Background: an optimization exercise with open tools, aiming at a short achievable clock period and few clock cycles. Do not read the settings as production practice.
No functional check of the RTL was part of this run.
Power figures rest on the tool's default switching activity, not on a simulated workload.

`config.mk`:
```
export PLATFORM = sky130hd
export DESIGN_NAME = riscv_forwarding_pipeline
export DESIGN_NICKNAME = riscv_forwarding_pipeline
export VERILOG_FILES = /design/flow/design.v
export SDC_FILE = /design/flow/constraint.sdc
export NUM_CORES = 4
export LEC_CHECK = 0
export CAP_MARGIN = 20
export CORE_MARGIN = 2
export CORE_UTILIZATION = 40
export SETUP_SLACK_MARGIN = 4.0
export SLEW_MARGIN = 20
```
`constraint.sdc`:
```
create_clock -name core_clock -period 7.0 [get_ports {clk}]
set_input_delay 1.4000 -clock core_clock [delete_from_list [all_inputs] [get_ports {clk}]]
set_output_delay 1.4000 -clock core_clock [all_outputs]
set_load 0.01 [all_outputs]
```
`design.v`:
```
localparam[3:0] ALUOP_AND = 4'b0000;
localparam[3:0] ALUOP_OR = 4'b0001;
localparam[3:0] ALUOP_ADD = 4'b0010;
localparam[3:0] ALUOP_SUB = 4'b0011;
localparam[3:0] ALUOP_LT = 4'b0111;
localparam[3:0] ALUOP_XOR = 4'b1101;
`timescale 1 ns / 1 ps
module alu(op1, op2, op_add, op_sub, op_and, op_or, op_xor, op_slt, result);
    input  [31:0] op1, op2;
    input         op_add, op_sub, op_and, op_or, op_xor, op_slt;
    output [31:0] result;
    logic [31:0] sum, diff;
    logic        lt;
    assign sum  = op1 + op2;
    assign diff = op1 - op2;
    assign lt   = (op1[31] ^ op2[31]) ? op1[31] : diff[31];
    assign result = ({32{op_add}} & sum)
                  | ({32{op_sub}} & diff)
                  | ({32{op_and}} & (op1 & op2))
                  | ({32{op_or}}  & (op1 | op2))
                  | ({32{op_xor}} & (op1 ^ op2))
                  | ({31'b0, op_slt & lt});
endmodule
`timescale 1 ns / 1 ps
module regfile(clk, regAddrA, regAddrB, regAddrWrite, regWriteData, regWrite, regReadDataA, regReadDataB);
    input clk, regWrite;
    input [4:0] regAddrA, regAddrB, regAddrWrite;
    input [31:0] regWriteData;
    output logic [31:0] regReadDataA, regReadDataB;
    logic [31:0] register[31:1];
    always_ff@(posedge clk) begin
        if (regWrite && regAddrWrite != 5'd0)
            register[regAddrWrite] <= regWriteData;
    end
    always_comb begin
        if (regAddrA == 5'd0)
            regReadDataA = 32'h0;
        else if (regWrite && regAddrWrite == regAddrA)
            regReadDataA = regWriteData;
        else
            regReadDataA = register[regAddrA];
        if (regAddrB == 5'd0)
            regReadDataB = 32'h0;
        else if (regWrite && regAddrWrite == regAddrB)
            regReadDataB = regWriteData;
        else
            regReadDataB = register[regAddrB];
    end
endmodule
`timescale 1 ns / 1 ps
module riscv_forwarding_pipeline #(parameter INITIAL_PC = 32'h00400000)
(clk, rst, instruction, dReadData, PC, iMemRead, dAddress, dWriteData, MemRead, MemWrite);
    input wire logic clk, rst;
    input wire logic [31:0] instruction, dReadData;
    output logic iMemRead, MemRead, MemWrite;
    output logic [31:0] PC, dAddress, dWriteData;
    localparam [6:0] BRANCH_OPCODE = 7'b1100011;
    localparam [6:0] R_TYPE_OPCODE = 7'b0110011;
    localparam [6:0] LOAD_OPCODE   = 7'b0000011;
    localparam [6:0] IMM_OPCODE    = 7'b0010011;
    localparam [6:0] STORE_OPCODE  = 7'b0100011;
    localparam BTB_BITS = 3;
    localparam BTB_N    = 1 << BTB_BITS;
    logic [31:0] pc_f;
    logic        stall;                  
    logic        btb_v    [BTB_N];
    logic [31:BTB_BITS+2] btb_tag [BTB_N];
    logic [31:0] btb_tgt  [BTB_N];
    logic [31:0] btb_word [BTB_N];
    logic [31:0] pc_d;
    logic        d_valid;
    logic        d_pred;                 
    logic [31:0] d_pred_word;            
    logic [31:0] ex_a, ex_b, ex_sd;      
    logic [31:0] ex_tgt;                 
    logic        ex_add, ex_sub, ex_and, ex_or, ex_xor, ex_slt;
    logic        ex_cbr, ex_ld, ex_st, ex_wr;
    logic [4:0]  ex_rd;
    logic        fa_m, fa_w, fa_wl;      
    logic        fb_m, fb_w, fb_wl;      
    logic        fs_m, fs_w, fs_wl;      
    logic [31:0] mem_res, mem_sd;
    logic        mem_ld, mem_st, mem_wr;
    logic [4:0]  mem_rd;
    logic [31:0] wb_res;
    logic        wb_ld, wb_wr;
    logic [4:0]  wb_rd;
    logic [31:0] wb_data;
    assign wb_data = wb_ld ? dReadData : wb_res;
    logic [31:0] op_a, op_b, op_sd, ex_result;
    logic        ex_redirect;
    assign op_a  = fa_wl ? dReadData : fa_m ? mem_res : fa_w ? wb_res : ex_a;
    assign op_b  = fb_wl ? dReadData : fb_m ? mem_res : fb_w ? wb_res : ex_b;
    assign op_sd = fs_wl ? dReadData : fs_m ? mem_res : fs_w ? wb_res : ex_sd;
    alu my_alu(.op1(op_a), .op2(op_b), .op_add(ex_add), .op_sub(ex_sub), .op_and(ex_and),
               .op_or(ex_or), .op_xor(ex_xor), .op_slt(ex_slt), .result(ex_result));
    assign ex_redirect = ex_cbr && !stall && (op_a == op_b);
    logic [6:0]  d_op;
    logic [2:0]  d_f3;
    logic [4:0]  d_rs1, d_rs2, d_rd;
    logic        d_is_r, d_is_i, d_is_ld, d_is_st, d_is_br, d_dk;
    logic        d_use1, d_use2, d_wr, d_alusrc;
    logic [31:0] d_iimm, d_simm, d_boff, d_imm, d_tgt, d_pc4;
    logic [31:0] rf_a, rf_b;
    logic        d_add, d_sub, d_and, d_or, d_xor, d_slt;
    assign d_op  = instruction[6:0];
    assign d_f3  = instruction[14:12];
    assign d_rd  = instruction[11:7];
    assign d_rs1 = instruction[19:15];
    assign d_rs2 = instruction[24:20];
    assign d_is_r  = (d_op == R_TYPE_OPCODE);
    assign d_is_i  = (d_op == IMM_OPCODE);
    assign d_is_ld = (d_op == LOAD_OPCODE);
    assign d_is_st = (d_op == STORE_OPCODE);
    assign d_is_br = (d_op == BRANCH_OPCODE);
    assign d_dk    = d_is_br && (d_rs1 == d_rs2);        
    assign d_use1   = d_is_r || d_is_i || d_is_ld || d_is_st || (d_is_br && !d_dk);
    assign d_use2   = d_is_r || d_is_st || (d_is_br && !d_dk);
    assign d_wr     = (d_is_r || d_is_i || d_is_ld) && (d_rd != 5'd0);
    assign d_alusrc = d_is_i || d_is_ld || d_is_st;
    assign d_iimm = {{20{instruction[31]}}, instruction[31:20]};
    assign d_simm = {{20{instruction[31]}}, instruction[31:25], instruction[11:7]};
    assign d_boff = {{19{instruction[31]}}, instruction[31], instruction[7], instruction[30:25], instruction[11:8], 1'b0};
    assign d_imm  = d_is_st ? d_simm : d_iimm;
    assign d_tgt  = pc_d + d_boff;
    assign d_pc4  = pc_d + 32'd4;
    always_comb begin
        d_add = 1'b0; d_sub = 1'b0; d_and = 1'b0; d_or = 1'b0; d_xor = 1'b0; d_slt = 1'b0;
        if (d_is_r || d_is_i) begin
            case (d_f3)
                3'b111: d_and = 1'b1;
                3'b110: d_or  = 1'b1;
                3'b100: d_xor = 1'b1;
                3'b010: d_slt = 1'b1;
                3'b000: if (d_is_r && instruction[31:25] == 7'b0100000) d_sub = 1'b1; else d_add = 1'b1;
                default: d_add = 1'b1;
            endcase
        end else
            d_add = 1'b1;
    end
    regfile my_regfile(.clk(clk), .regAddrA(d_rs1), .regAddrB(d_rs2), .regAddrWrite(wb_rd),
                       .regWriteData(wb_data), .regWrite(wb_wr), .regReadDataA(rf_a), .regReadDataB(rf_b));
    logic d_mismatch, d_redirect, d_adv, load_use;
    assign d_mismatch = d_pred && (instruction != d_pred_word);
    assign d_redirect = d_valid && !stall && !ex_redirect && (d_pred ? d_mismatch : d_dk);
    assign d_adv      = d_valid && !stall && !ex_redirect;    
    assign load_use = ex_ld && ((d_use1 && d_rs1 == ex_rd) || (d_use2 && d_rs2 == ex_rd));
    logic [BTB_BITS-1:0] f_idx, d_idx;
    logic                btb_hit;
    assign f_idx   = pc_f[BTB_BITS+1:2];
    assign d_idx   = pc_d[BTB_BITS+1:2];
    assign btb_hit = btb_v[f_idx] && (btb_tag[f_idx] == pc_f[31:BTB_BITS+2]);
    always_ff @(posedge clk) begin
        if (rst)
            pc_f <= INITIAL_PC;
        else if (stall)
            pc_f <= pc_f;
        else if (ex_redirect)
            pc_f <= ex_tgt;
        else if (d_redirect)
            pc_f <= d_dk ? d_tgt : d_pc4;
        else if (btb_hit)
            pc_f <= btb_tgt[f_idx];
        else
            pc_f <= pc_f + 32'd4;
    end
    always_ff @(posedge clk) begin
        if (rst) begin
            for (int i = 0; i < BTB_N; i++) btb_v[i] <= 1'b0;
        end else if (d_redirect) begin
            btb_v[d_idx]    <= d_dk;
            btb_tag[d_idx]  <= pc_d[31:BTB_BITS+2];
            btb_tgt[d_idx]  <= d_tgt;
            btb_word[d_idx] <= instruction;
        end
    end
    always_ff @(posedge clk) begin
        if (rst) begin
            d_valid <= 1'b0;
            d_pred  <= 1'b0;
        end else if (!stall) begin
            d_valid <= !(ex_redirect || d_redirect);
            d_pred  <= btb_hit && !(ex_redirect || d_redirect);
        end
        if (!stall) begin
            pc_d        <= pc_f;
            d_pred_word <= btb_word[f_idx];
        end
    end
    always_ff @(posedge clk) begin
        if (rst)
            stall <= 1'b0;
        else
            stall <= d_adv && load_use;
    end
    assign iMemRead = !stall;
    always_ff @(posedge clk) begin
        if (rst) begin
            ex_cbr <= 1'b0; ex_ld <= 1'b0; ex_st <= 1'b0; ex_wr <= 1'b0;
            fa_m <= 1'b0; fa_w <= 1'b0; fa_wl <= 1'b0;
            fb_m <= 1'b0; fb_w <= 1'b0; fb_wl <= 1'b0;
            fs_m <= 1'b0; fs_w <= 1'b0; fs_wl <= 1'b0;
        end else if (stall) begin
            ex_a  <= op_a;
            ex_b  <= op_b;
            ex_sd <= op_sd;
            fa_wl <= fa_m && mem_ld; fa_m <= 1'b0; fa_w <= 1'b0;
            fb_wl <= fb_m && mem_ld; fb_m <= 1'b0; fb_w <= 1'b0;
            fs_wl <= fs_m && mem_ld; fs_m <= 1'b0; fs_w <= 1'b0;
        end else begin
            ex_a   <= rf_a;
            ex_b   <= d_alusrc ? d_imm : rf_b;
            ex_sd  <= rf_b;
            ex_tgt <= d_tgt;
            ex_rd  <= d_rd;
            ex_add <= d_add; ex_sub <= d_sub; ex_and <= d_and;
            ex_or  <= d_or;  ex_xor <= d_xor; ex_slt <= d_slt;
            ex_cbr <= d_adv && d_is_br && !d_dk;
            ex_ld  <= d_adv && d_is_ld;
            ex_st  <= d_adv && d_is_st;
            ex_wr  <= d_adv && d_wr;
            fa_m  <= d_rs1 != 5'd0 && ex_wr && ex_rd == d_rs1;
            fa_w  <= d_rs1 != 5'd0 && !(ex_wr && ex_rd == d_rs1) && mem_wr && !mem_ld && mem_rd == d_rs1;
            fa_wl <= d_rs1 != 5'd0 && !(ex_wr && ex_rd == d_rs1) && mem_wr &&  mem_ld && mem_rd == d_rs1;
            fb_m  <= !d_alusrc && d_rs2 != 5'd0 && ex_wr && ex_rd == d_rs2;
            fb_w  <= !d_alusrc && d_rs2 != 5'd0 && !(ex_wr && ex_rd == d_rs2) && mem_wr && !mem_ld && mem_rd == d_rs2;
            fb_wl <= !d_alusrc && d_rs2 != 5'd0 && !(ex_wr && ex_rd == d_rs2) && mem_wr &&  mem_ld && mem_rd == d_rs2;
            fs_m  <= d_rs2 != 5'd0 && ex_wr && ex_rd == d_rs2;
            fs_w  <= d_rs2 != 5'd0 && !(ex_wr && ex_rd == d_rs2) && mem_wr && !mem_ld && mem_rd == d_rs2;
            fs_wl <= d_rs2 != 5'd0 && !(ex_wr && ex_rd == d_rs2) && mem_wr &&  mem_ld && mem_rd == d_rs2;
        end
    end
    always_ff @(posedge clk) begin
        if (rst || stall) begin
            mem_ld <= 1'b0; mem_st <= 1'b0; mem_wr <= 1'b0;
        end else begin
            mem_ld <= ex_ld;
            mem_st <= ex_st;
            mem_wr <= ex_wr;
        end
        mem_res <= ex_result;
        mem_sd  <= op_sd;
        mem_rd  <= ex_rd;
    end
    assign MemRead    = mem_ld;
    assign MemWrite   = mem_st;
    assign dAddress   = mem_res;
    assign dWriteData = mem_sd;
    assign PC         = pc_f;
    always_ff @(posedge clk) begin
        if (rst) begin
            wb_ld <= 1'b0; wb_wr <= 1'b0;
        end else begin
            wb_ld <= mem_ld;
            wb_wr <= mem_wr;
        end
        wb_res <= mem_res;
        wb_rd  <= mem_rd;
    end
endmodule
```
`run.sh`:
```
#!/bin/bash
# synth_recipe.tcl (not shown) runs the flow's synth.tcl, then flattens the netlist and writes it again
# the make line also repeats each setting of config.mk as NAME=value (left out here)
make -C /OpenROAD-flow-scripts/flow DESIGN_CONFIG=/design/flow/config.mk WORK_HOME=/design/flow/orfs CLKGATE_MAP_FILE= SYNTH_SCRIPT=/design/flow/synth_recipe.tcl finish
```
==> results.toml <==
[run_status]
outcome = "timing/DRC/antenna clean"

[cells_and_area]
fin_cells = 10600
utilization = 0.519
design_area_sq_um = 126000
nets = 7382
area_growth_pct = 29.0
drive_above_1_share = 0.377

[sta]
setup_violations = 0
rsz0062_at_grt = "true"
finalSetupTns_ns = 0
min_period_ns = 4.38
fin_crit_sh = 0.626
fin_skew_ns = 0.0483
drv_slew = 0
hold_viol_final = 0
tightest_slew_ns = 1.06
slew-limit-headroom = 0.296
fmax_mhz = 228

[die]
pin_count = 165
design.core.area_sq_um = 243000
row_count = 181
die_width_microns = 498
die_h_microns = 498
die_area_sq_um = 248000
initial_core_util = 0.402

[worst_setup_path]
slowest_delay_ns = 0.66
cpMostUsedCell = "buf_12"
crit_chain = "clkdlybuf4s50_1 -> nand2_1 -> o21ai_2 -> inv_1 -> ha_4 -> nor3_4 -> nand2_2 -> nand4b_1 -> or4_4 -> o2111ai_4 -> buf_12 -> buf_12 -> nor2_4 -> buf_4 -> or3_1 -> a21oi_2 -> mux2i_1 -> nor2_1"
crit_fanout = 6
critPathKind = "input port to flop"
worst_path_max_delay_cell = "or4_4"
worstPathArrival_ns = 5.18
cp_top_family = "simple AND/OR/NAND/NOR gates"
critical_path_buf_inv_count = 5
crit_required_ns = 7.80
cp-end-kind = "flop"
cp-start-kind = "input port"

[global_route]
antenna_found_initial = 35
grt_max_degree = 68
grt_overflow = 0
track_usage = 0.287
grt_pass1_wl_mm = 508
grt_pass1_vias = 65600

[synthesis]
syn-cell-area_sq_um = 97800
synth_cells = 6339
async_flop_share = 0
yosysSeqAreaShare = 0.626
synth_ff_type = "edfxtp_1"
syn_area_per_cell_sq_um = 15.4
syn_nets = 6536
synth_edf_count = 1931
synth_seq_cells = 2093
synth_cell_types = 77
yosys_warnings = 2

[detailed_routing]
wire_per_inst_microns = 34.8
routed_via_density = 6.40
drc = 0
ant_nets = 0
drt_first_pass_iters = 9
vias = 67600
drt_wl_total_mm = 368
drt_iter0_drc = 9295

[placement]
portBuffers = 164
dp.cells = 9457
placed_cell_area_sq_um = 104000
hpwlAfterDp_mm = 190
globalplace.congestion = 0.909

[clock_network]
clk_pin_slew_ns = 0.07
htreeDepth = 4
cts_root_buffer = "clkbuf_16"
cts_max_path_buffers = 3
clkLatencyLatePin_ns = 0.90
cts_tree = "done"
cts_made_buffers = 211
cts_num_sinks = 2093

[run]
cap_violations = 0

[power_and_ir_drop]
power_mw = 30.4
peakVddDrop_mv = 0.212
power_density_nw_per_um2 = 241
p_leak_nw = 42.8

[min_path]
hold_class = "flop to flop"
state kept, by name (all words and copies together) (netlist names), 5 cells and up, named ones only:
name	cells
mem_sd	32
ex_tgt	32
mem_rd	5
my_regfile.register	992
ex_b	32
btb_word	256
pc_f	32
d_pred_word	32
wb_rd	5
btb_v	8
ex_sd	32
btb_tag	216
mem_res	32
btb_tgt	256
wb_res	32
pc_d	32
ex_rd	5
ex_a	32
final timing paths:
path,from,endpoint,slack (ns),cells past startpoint
worst max-delay path,dReadData[27],pc_f[1],2.62,18
worst min-delay path,mem_res[15],wb_res[15],0.39,0
worst min register to register,mem_res[15],wb_res[15],0.39,0
worst max register to register,fb_w,pc_f[1],2.65,21
kinds of logic after synthesis:
group,Yosys count,synth area share
buf+inv,569,0.0230
compound gates,1214,0.0765
flops,2093,0.626
xor+xnor,197,0.0176
simple gates,1035,0.0487
mux,1100,0.191
fa+ha+maj,131,0.0171
where the power goes:
group	leakage [nW]	switching, mW	internal (mW)
sequential	18.9	0.218	14.2
combinational	20.3	2.46	1.63
clock	3.47	5.10	6.76
total	42.8	7.78	22.6
Yosys cell counts, types with 57 or more instances:
| library cell | instances | share of area |
|---|---|---|
| mux4_2 | 600 | 0.14 |
| a221oi_1 | 87 | 0.0078 |
| xor2_1 | 99 | 0.0089 |
| nand2_1 | 288 | 0.011 |
| dfxtp_1 | 162 | 0.033 |
| mux2_2 | 140 | 0.016 |
| a21o_1 | 57 | 0.0044 |
| edfxtp_1 | 1931 | 0.59 |
| nor2_1 | 340 | 0.013 |
| clkbuf_1 | 292 | 0.011 |
| buf_1 | 88 | 0.0034 |
| mux2i_1 | 359 | 0.037 |
| inv_1 | 126 | 0.0048 |
| nor3_1 | 131 | 0.0067 |
| xnor2_1 | 98 | 0.0088 |
| o21ai_0 | 269 | 0.014 |
| a21oi_1 | 464 | 0.024 |
| ha_1 | 127 | 0.016 |
layout by cell type (no fill, tap or decap), types with 39 or more instances in the layout:
master and n:
a21o_1 55, mux2_2 128, o21ai_2 61, ha_4 39, a221oi_2 39, o221ai_1 48, buf_4 426, o21ai_0 179
mux2i_1 350, dfxtp_4 52, clkinv_1 40, nor2_1 248, nand2_1 263, buf_6 140, nor3_1 54, o211ai_1 49
mux4_2 600, xor2_1 88, xnor2_1 83, a21oi_2 85, nor3_2 43, dfxtp_1 81, dlygate4sd2_1 62, buf_12 135
clkbuf_16 217, a21oi_1 370, inv_1 99, edfxtp_1 1931, ha_1 78, nand3_1 46, buf_16 152, nor2_4 62
per-stage QoR:
step | hold WS [ns] | setup slack, ns
floorplan | 0.375 | 1.26
global placement | 0.393 | 0.582
detailed placement | 0.397 | 0.546
CTS | 0.397 | 2.79
global route | 0.403 | 2.52
finish | 0.394 | 2.62
metal layers:
layer  vias to the layer above  wire [microns]  GRT usage  part of all wire
met4                        24           23800      0.153             0.064
met5                         -             179          0           0.00049
met3                      1107           41000     0.0648              0.11
li1                      27200               -          -                 -
met2                      4427          167000      0.445              0.45
met1                     34900          136000      0.378              0.37
final cells by class:
| class | instances | area [sq um] |
|---|---|---|
| Fill cell | 19500 | 117000 |
| Sequential cell | 2093 | 61500 |
| Multi-Input combinational cell | 3694 | 38800 |
| Timing Repair Buffer | 1054 | 14100 |
| Clock buffer | 253 | 5560 |
| Tap cell | 3202 | 4010 |
| Clock inverter | 138 | 1600 |
| Inverter | 130 | 552 |
| Antenna cell | 8 | 20.0 |
| Timing Repair inverter | 1 | 8.76 |
repair_timing:
| item | 4_1_cts | 5_1_grt |
|---|---|---|
| resized for setup | 1340 | 362 |
| hold endpoints to repair | 0 | 0 |
| cloned | 145 | 9 |
| setup buffers | 380 | 183 |
| pin swaps | 169 | 168 |
| setup endpoints to repair | 1292 | 1393 |
| hold buffers | 0 | 0 |

separate check: timing with driven ports:
In the flow no input, the clock included, has a driving cell. The finished layout below was timed again as built, in two steps. Step 1, drivers: a clkbuf_16 drives clk and a buf_2 each remaining input, both assumed. Step 2 times the ports against the registers' clock, not the clock port: input delays grow and output delays shrink by t, the midpoint of the rising clock arrivals with the driver on. a / b / c = no drivers / after step 1 / after step 2; a / b = the first two.
shift t [ns]: 0.965
slack for setup (ns): 2.621 / 2.567 / 1.602
hold slack, ns: 0.394 / 0.394 / 0.394
worst setup path after step 2: input to register
cell pins on the clock port's net: 1
After both steps this run still meets setup and hold. The setup slack of this run moves by -0.054 ns with the drivers and by -1.019 ns with both steps.
